This is an optimization exercise on Yosys and OpenROAD, whose aim is small area and a short achievable clock period, not a production implementation. RTL that was checked went through simulation tests only; none was proved equivalent to the original. The clock input has no modelled driver; a real chip could not lean on it and would need a root buffer or a full tree. Power is estimated from default activity; no workload was simulated.

==> module bcnn_pipeline, before the edit <==
module bcnn_pipeline (
    input  wire       clk,
    input  wire       reset,
    input  wire       pixel_in,
    input  wire       valid_in,
    input  wire [8:0] weight_bits1,
    input  wire [8:0] weight_bits2,
    input  wire [3:0] threshold1,
    input  wire [3:0] threshold2,
    output reg        pixel_out,
    output reg        valid_out
);
    reg [4:0] cp, rp;
    wire      last_col = &cp;
    always @(posedge clk) begin
        if (reset) begin
            cp <= 5'd4;
            rp <= 5'd5;
        end else if (valid_in) begin
            cp <= last_col ? 5'd4 : cp + 5'd1;
            if (last_col)
                rp <= (rp == 5'd0) ? 5'd5 : rp + 5'd1;
        end
    end
    wire f_lb1 = ~&cp[4:1];                           
    wire f_pl1 = ~cp[0] & (cp[4] | cp[3]);            
    wire f_c2  = cp[0] & (cp[4] | cp[3]);             
    wire f_ra  = ~rp[0] & (rp[4] | rp[3]);            
    wire f_rb  = rp[1] & ~rp[0] & (rp[4] | (rp[3] & rp[2]));  
    wire f_l2  = f_c2 & f_ra;
    function [2:0] therm;
        input [2:0] q;
        therm = {&q, (q[0] & q[1]) | (q[0] & q[2]) | (q[1] & q[2]), |q};
    endfunction
    function [9:0] le_therm;
        input [3:0] th;
        integer j;
        for (j = 0; j < 10; j = j + 1)
            le_therm[j] = (th <= j);
    endfunction
    function [6:0] w_of;
        input [1:0] s;
        input [9:0] lth;
        integer k;
        for (k = 0; k < 7; k = k + 1)
            w_of[k] = ((s == 2'd0) & lth[k])     | ((s == 2'd1) & lth[k + 1]) |
                      ((s == 2'd2) & lth[k + 2]) | ((s == 2'd3) & lth[k + 3]);
    endfunction
    function [3:0] v_of;
        input [6:0] w;
        input [2:0] g;
        integer m;
        for (m = 0; m < 4; m = m + 1)
            v_of[m] = w[m] | (g[0] & w[m + 1]) | (g[1] & w[m + 2]) | (g[2] & w[m + 3]);
    endfunction
    function act;
        input [3:0] v;
        input [2:0] g;
        act = v[0] | (g[0] & v[1]) | (g[1] & v[2]) | (g[2] & v[3]);
    endfunction
    function [1:0] count3;
        input [2:0] q;
        count3 = {(q[0] & q[1]) | (q[0] & q[2]) | (q[1] & q[2]), ^q};
    endfunction
    reg  [51:0] lb1;                  
    wire        x1 = pixel_in;        
    wire        m1 = lb1[25];         
    wire        t1 = lb1[51];         
    wire [2:0] q10 = {~(t1 ^ weight_bits1[8]), ~(m1 ^ weight_bits1[5]), ~(x1 ^ weight_bits1[2])};
    wire [2:0] q11 = {~(t1 ^ weight_bits1[7]), ~(m1 ^ weight_bits1[4]), ~(x1 ^ weight_bits1[1])};
    wire [2:0] q12 = {~(t1 ^ weight_bits1[6]), ~(m1 ^ weight_bits1[3]), ~(x1 ^ weight_bits1[0])};
    reg  [1:0] s1;
    reg  [3:0] v1;
    reg        a1_r;                  
    wire [3:0] v1_nx = v_of(w_of(s1, le_therm(threshold1)), therm(q11));
    wire       a1    = act(v1, therm(q12));
    always @(posedge clk) begin
        if (valid_in) begin
            if (f_lb1)
                lb1 <= {lb1[50:0], x1};
            s1   <= count3(q10);
            v1   <= v1_nx;
            a1_r <= a1;
        end
    end
    reg        left1;                 
    reg [11:0] pl1;                   
    reg        p1_r;                  
    wire       pair1    = left1 | a1_r;
    wire       pair1_ev = f_pl1;
    wire       p1_ev    = f_pl1 & f_ra;
    always @(posedge clk) begin
        if (valid_in) begin
            left1 <= a1_r;
            if (pair1_ev)
                pl1 <= {pl1[10:0], pair1};
            if (p1_ev)
                p1_r <= pair1 | pl1[11];
        end
    end
    wire       l2_ev = f_l2;
    reg [23:0] lb2;                   
    wire       x2 = p1_r;
    wire       m2 = lb2[11];
    wire       t2 = lb2[23];
    wire [2:0] q20 = {~(t2 ^ weight_bits2[8]), ~(m2 ^ weight_bits2[5]), ~(x2 ^ weight_bits2[2])};
    wire [2:0] q21 = {~(t2 ^ weight_bits2[7]), ~(m2 ^ weight_bits2[4]), ~(x2 ^ weight_bits2[1])};
    wire [2:0] q22 = {~(t2 ^ weight_bits2[6]), ~(m2 ^ weight_bits2[3]), ~(x2 ^ weight_bits2[0])};
    reg  [1:0] s2;
    reg  [3:0] v2;
    wire [3:0] v2_nx = v_of(w_of(s2, le_therm(threshold2)), therm(q21));
    wire       a2    = act(v2, therm(q22));
    reg        left2;
    reg  [4:0] pl2;
    wire       pair2    = left2 | a2;
    wire       pair2_ev = l2_ev & cp[1] & cp[0] & (cp[4] | (cp[3] & cp[2]));
    wire       out_ev   = pair2_ev & f_rb;
    always @(posedge clk) begin
        if (l2_ev && valid_in) begin
            lb2 <= {lb2[22:0], x2};
            s2  <= count3(q20);
            v2  <= v2_nx;
        end
        if (l2_ev && valid_in)
            left2 <= a2;
        if (pair2_ev && valid_in)
            pl2 <= {pl2[3:0], pair2};
        pixel_out <= pair2 | pl2[4];
    end
    always @(posedge clk) begin
        if (reset)
            valid_out <= 1'b0;
        else
            valid_out <= valid_in && out_ev;
    end
endmodule
export LEC_CHECK = 0
export CAP_MARGIN = 20
export CORE_MARGIN = 2
export CORE_UTILIZATION = 40
export SETUP_SLACK_MARGIN = 2.2
export SLEW_MARGIN = 20
create_clock -name core_clock -period 4.0 [get_ports {clk}]
standard.sh (not shown) runs the stock make flow with config.mk's settings and CLKGATE_MAP_FILE= SYNTH_SCRIPT=/design/flow/synth_recipe.tcl, a recipe that flattens the netlist after the stock synthesis.
==> flow/flow/run.sh <==
#!/bin/bash
# Standard ORFS layout (the standard.sh) with two changes:
#  - ports are buffered with a small buffer cell (resizing may grow it);
#  - the clock tree is built by flow/manual_cts.tcl: the clock port drives one
#    root clkbuf, which drives a few clkbufs, each feeding a balanced group of
#    flip-flops (all sinks at the same depth).
set -euo pipefail
W=$PWD
export BUFFER_PORTS_ARGS="-buffer_cell sky130_fd_sc_hd__buf_1"
export PRE_CTS_TCL=$W/flow/manual_cts.tcl
export MCTS_CLOCK_PORT=clk
export MCTS_ROOT=sky130_fd_sc_hd__clkbuf_4
export MCTS_BUF=sky130_fd_sc_hd__clkbuf_16
export MCTS_GROUPS=5
export REMOVE_ABC_BUFFERS=1
bash standard.sh > $W/standard_flow.log 2>&1
Other scripts of this flow, unchanged in this note and not shown: flow/flow/manual_cts.tcl
Rerun with:
--- a/flow/design.v
+++ b/flow/design.v
@@ -69,37 +69,33 @@
     wire        t1 = lb1[51];         
     wire [2:0] q10 = {~(t1 ^ weight_bits1[8]), ~(m1 ^ weight_bits1[5]), ~(x1 ^ weight_bits1[2])};
     wire [2:0] q11 = {~(t1 ^ weight_bits1[7]), ~(m1 ^ weight_bits1[4]), ~(x1 ^ weight_bits1[1])};
     wire [2:0] q12 = {~(t1 ^ weight_bits1[6]), ~(m1 ^ weight_bits1[3]), ~(x1 ^ weight_bits1[0])};
     reg  [1:0] s1;
     reg  [3:0] v1;
-    reg        a1_r;                  
+    reg        pr1;
     wire [3:0] v1_nx = v_of(w_of(s1, le_therm(threshold1)), therm(q11));
     wire       a1    = act(v1, therm(q12));
     always @(posedge clk) begin
         if (valid_in) begin
             if (f_lb1)
                 lb1 <= {lb1[50:0], x1};
             s1   <= count3(q10);
             v1   <= v1_nx;
-            a1_r <= a1;
+            pr1  <= a1 | (cp[0] & pr1);
         end
     end
-    reg        left1;                 
     reg [11:0] pl1;                   
     reg        p1_r;                  
-    wire       pair1    = left1 | a1_r;
-    wire       pair1_ev = f_pl1;
-    wire       p1_ev    = f_pl1 & f_ra;
+    wire       p1_ev = f_pl1 & f_ra;
     always @(posedge clk) begin
         if (valid_in) begin
-            left1 <= a1_r;
-            if (pair1_ev)
-                pl1 <= {pl1[10:0], pair1};
+            if (f_pl1)
+                pl1 <= {pl1[10:0], pr1};
             if (p1_ev)
-                p1_r <= pair1 | pl1[11];
+                p1_r <= pr1 | pl1[11];
         end
     end
     wire       l2_ev = f_l2;
     reg [23:0] lb2;                   
     wire       x2 = p1_r;
     wire       m2 = lb2[11];
@@ -108,30 +104,33 @@
     wire [2:0] q21 = {~(t2 ^ weight_bits2[7]), ~(m2 ^ weight_bits2[4]), ~(x2 ^ weight_bits2[1])};
     wire [2:0] q22 = {~(t2 ^ weight_bits2[6]), ~(m2 ^ weight_bits2[3]), ~(x2 ^ weight_bits2[0])};
     reg  [1:0] s2;
     reg  [3:0] v2;
     wire [3:0] v2_nx = v_of(w_of(s2, le_therm(threshold2)), therm(q21));
     wire       a2    = act(v2, therm(q22));
-    reg        left2;
+    reg        pr2;
     reg  [4:0] pl2;
-    wire       pair2    = left2 | a2;
+    reg        d_pair, d_out;
     wire       pair2_ev = l2_ev & cp[1] & cp[0] & (cp[4] | (cp[3] & cp[2]));
     wire       out_ev   = pair2_ev & f_rb;
     always @(posedge clk) begin
         if (l2_ev && valid_in) begin
             lb2 <= {lb2[22:0], x2};
             s2  <= count3(q20);
             v2  <= v2_nx;
+            pr2 <= a2 | (cp[1] & pr2);
         end
-        if (l2_ev && valid_in)
-            left2 <= a2;
-        if (pair2_ev && valid_in)
-            pl2 <= {pl2[3:0], pair2};
-        pixel_out <= pair2 | pl2[4];
+        d_pair <= valid_in & pair2_ev;
+        if (d_pair)
+            pl2 <= {pl2[3:0], pr2};
+        pixel_out <= pr2 | pl2[4];
     end
     always @(posedge clk) begin
-        if (reset)
+        if (reset) begin
+            d_out     <= 1'b0;
             valid_out <= 1'b0;
-        else
-            valid_out <= valid_in && out_ev;
+        end else begin
+            d_out     <= valid_in & out_ev;
+            valid_out <= d_out;
+        end
     end
 endmodule
What happened: The changed run finished clean; register-to-register slack degrades by 0.06 ns; power goes up by 0.76%; worst setup slack degrades by 0.063 ns; design area goes up by 1.2%; core utilization barely changes; die area goes up by 1.8%; clock power goes down by about 0.9%.
The RTL of the second run of this note was laid out without a check of its function. No run of this note takes its clock network from TritonCTS; it comes from the design's own scripts or RTL.

==> afterwards: timing with drivers on the ports <==
How much do the figures lean on ideal ports? The routed layouts below were timed once more, with nothing changed but the port constraints. Step 1, drivers: a clkbuf_16 drives clk and a buf_2 each remaining input, both assumed. Step 2 times the ports against the registers' clock, not the clock port: input delays grow and output delays shrink by t, the midpoint of the rising clock arrivals with the driver on. a / b / c = no drivers / after step 1 / after step 2; a / b = the first two.
| run | t (ns) | setup slack, ns | worst hold slack (ns) | worst slew at a driven data input, ns |
|---|---|---|---|---|
| the first run | 0.476 | 2.157 / 2.160 / 1.688 | 0.425 / 0.425 / 0.425 | 0.06 |
| the second run | 0.479 | 2.094 / 2.094 / 1.629 | 0.420 / 0.420 / 0.420 | 0.04 |
After both steps every run listed still meets setup and hold. For the first run, which loses most, drivers alone change the setup slack by +0.003 ns; drivers and shift together by -0.469 ns.
